This design comes from an exercise in tuning for small area, a short achievable clock period and few clock cycles per item on the open sky130 flow, not from production work. In this exercise RTL edits were held to simulation tests only and were not proved equivalent to the original. No activity file was given, so power comes from the tool's default toggle rates.

==> job 7317 <==
## matmul_top
module matmul_top
#(
    parameter DATA_WIDTH = 32,
    parameter ADDR_WIDTH = 6,
    parameter VECTOR_SIZE = 8
)
(
    input logic                     clock,
    input logic                     reset,
    input logic                     start,
    output logic                    done,
    input logic [DATA_WIDTH-1:0]    x_din,
    input logic [ADDR_WIDTH-1:0]    x_wr_addr,
    input logic                     x_wr_en,
    input logic [DATA_WIDTH-1:0]    y_din,
    input logic [ADDR_WIDTH-1:0]    y_wr_addr,
    input logic                     y_wr_en,
    output logic [DATA_WIDTH-1:0]   z_dout,
    input logic [ADDR_WIDTH-1:0]    z_addr
);
logic [63:0][31:0] xq, yq;
bram #(.BRAM_ADDR_WIDTH(6), .BRAM_DATA_WIDTH(32)) x_inst (
    .clock(clock), .wr_addr(x_wr_addr), .wr_en(x_wr_en), .din(x_din), .q(xq));
bram #(.BRAM_ADDR_WIDTH(6), .BRAM_DATA_WIDTH(32)) y_inst (
    .clock(clock), .wr_addr(y_wr_addr), .wr_en(y_wr_en), .din(y_din), .q(yq));
typedef enum logic [1:0] { IDLE, FLUSH, BUSY } state_t;
state_t state;
logic [63:0] issued;     
logic [63:0] wx, wy;     
logic        spec_ok;    
logic [7:0]  rowv;       
logic        v1, v2, v3, v4, v5;
logic        finish;     
logic        zdone;      
logic [63:0] p1;         
logic [7:0]  k1;         
logic [7:0]  i1, i2, i3, i4, i5;   
logic [7:0]  rd3, rd4, rd5;   
logic [7:0]  yfull, icol;
logic [63:0] elig;
logic        go, pipe_empty;
always_comb begin
    for (int k = 0; k < 8; k++) begin
        yfull[k] = &wy[k*8 +: 8];
        icol[k]  = 1'b0;
        for (int i = 0; i < 8; i++) icol[k] = icol[k] | issued[i*8+k];
    end
    go = (state == BUSY);
    for (int p = 0; p < 64; p++)
        elig[p] = ~issued[p] & (go | (spec_ok & wx[p] & yfull[p % 8]));
end
logic [7:0]  gany, gfirst;
logic [7:0]  lfirst [0:7];
logic [63:0] sel_oh;
logic [7:0]  sel_k;
logic        sel_v;
always_comb begin
    for (int g = 0; g < 8; g++) begin
        gany[g] = |elig[g*8 +: 8];
        for (int b = 0; b < 8; b++) begin
            lfirst[g][b] = elig[g*8+b];
  ...
make LEC_CHECK=0 CAP_MARGIN=20 CORE_MARGIN=2 CORE_UTILIZATION=45 SETUP_SLACK_MARGIN=5 SLEW_MARGIN=20 finish   # period 10.5 ns
run.sh (not shown) runs the stock make flow with config.mk's settings and CLKGATE_MAP_FILE= SYNTH_SCRIPT=/design/flow/synth_recipe.tcl, a recipe that flattens the netlist after the stock synthesis.
==> job 9732 (differences from job 7317) <==
==> flow/flow/run.sh (new file) <==
#!/bin/bash
# The standard layout, with timing repair aiming for a setup slack of
# SETUP_SLACK_MARGIN ns at the design's clock period, and buf_4 cells as
# the port buffers.
set -o pipefail
bash standard.sh "BUFFER_PORTS_ARGS=-buffer_cell sky130_fd_sc_hd__buf_4" \
    SETUP_SLACK_MARGIN=6.5 finish > orfs_make.log 2>&1
==> flow/standard.sh (new file) <==
#!/bin/bash
# synth_recipe.tcl (not shown) runs the flow's synth.tcl, then flattens the netlist and writes it again
# the make line also repeats each setting of config.mk as NAME=value (left out here)
make -C /OpenROAD-flow-scripts/flow DESIGN_CONFIG=/design/flow/config.mk WORK_HOME=/design/flow/orfs CLKGATE_MAP_FILE= SYNTH_SCRIPT=/design/flow/synth_recipe.tcl "${@:-finish}"
Settings changed: CORE_UTILIZATION 45 to 55, SETUP_SLACK_MARGIN 5 to unset.
removed: flow/run.sh
==> qor summary <==
quantity                                                                            job 7317                 job 9732
Clock buffer count from CTS                                                             1104                     1136
FF-to-FF path depth                                                                       14                       16
Share of final-layout standard cells stronger than drive strength 1                   10.69%                   13.20%
Hpwl dp                                                                           1063000 µm               1030000 µm
Post-CTS setup repair buffer count                                                         1                      193
Non-clock buffer count in the final layout                                               927                     1292
Clk tree area frac                                                                    7.268%                   7.081%
Relative slew margins                                                                 10.68%                   11.42%
Antenna diode instance count                                                              81                      108
Slack of the worst reg-to-reg path                                                   4.95 ns                  6.04 ns
Die W                                                                               985.2 µm                 891.5 µm
Area of placed instances                                                          451800 µm²               448500 µm²
GRT met3 Usage                                                                        13.23%                   16.92%
FMAX                                                                              0.1803 GHz               0.2243 GHz
Flip-flop and latch share of the layout cell area                                     59.43%                   58.83%
Portion of total power attributed to sequential cells                                  43.9%                    43.2%
Summed area of non-filler cells in the final layout                               488100 µm²               493200 µm²
Total combinational power                                                            32.0 mW                  34.6 mW
Chip height                                                                         985.2 µm                 891.5 µm
Stages on the worst setup path                                                            14                       16
Worst vdd ir                                                                       0.4501 mV                0.4521 mV
Critical register-to-register path startpoint                                         rd5[2]                   rd3[3]
Cell with the largest stage delay on the worst path                   sky130_fd_sc_hd__buf_4    sky130_fd_sc_hd__fa_1
Maximum number of pins on one net before global-route repair                             182                      187
Status                                                               complete, no violations  complete, no violations
Testbench counts of job 7317, summed over its fixed seeds: cycles 3,416, jobs 32.
Testbench counts of job 9732, summed over its fixed seeds: cycles 3,416, jobs 32.

-- port drivers added, routing unchanged --
The results above use ideal ports. As a check the final layouts listed here were re-extracted and re-timed, cells and wires unchanged. Step 1: set_driving_cell puts a clkbuf_16 on clock and a buf_2 on each other input, an assumption about the parent block. Step 2 adds t to the input delays and takes it off the output delays; t is the mean of the earliest and latest rising clock arrival at the registers after step 1. Input paths then give back, and output paths get back, about the clock's delay inside the block. Three values: ideal, step 1, step 2; two values: the first two.
run | shift t [ns] | setup slack, ns | cell pins on the clock port's net
job 7317 | 1.294 | 4.952 / 4.952 / 4.316 | 1
job 9732 | 1.407 | 6.041 / 6.041 / 4.896 | 1
After both steps setup and hold are still met in every run listed. For job 9732, which loses most, drivers alone change the setup slack by 0.000 ns; drivers and shift together by -1.145 ns.
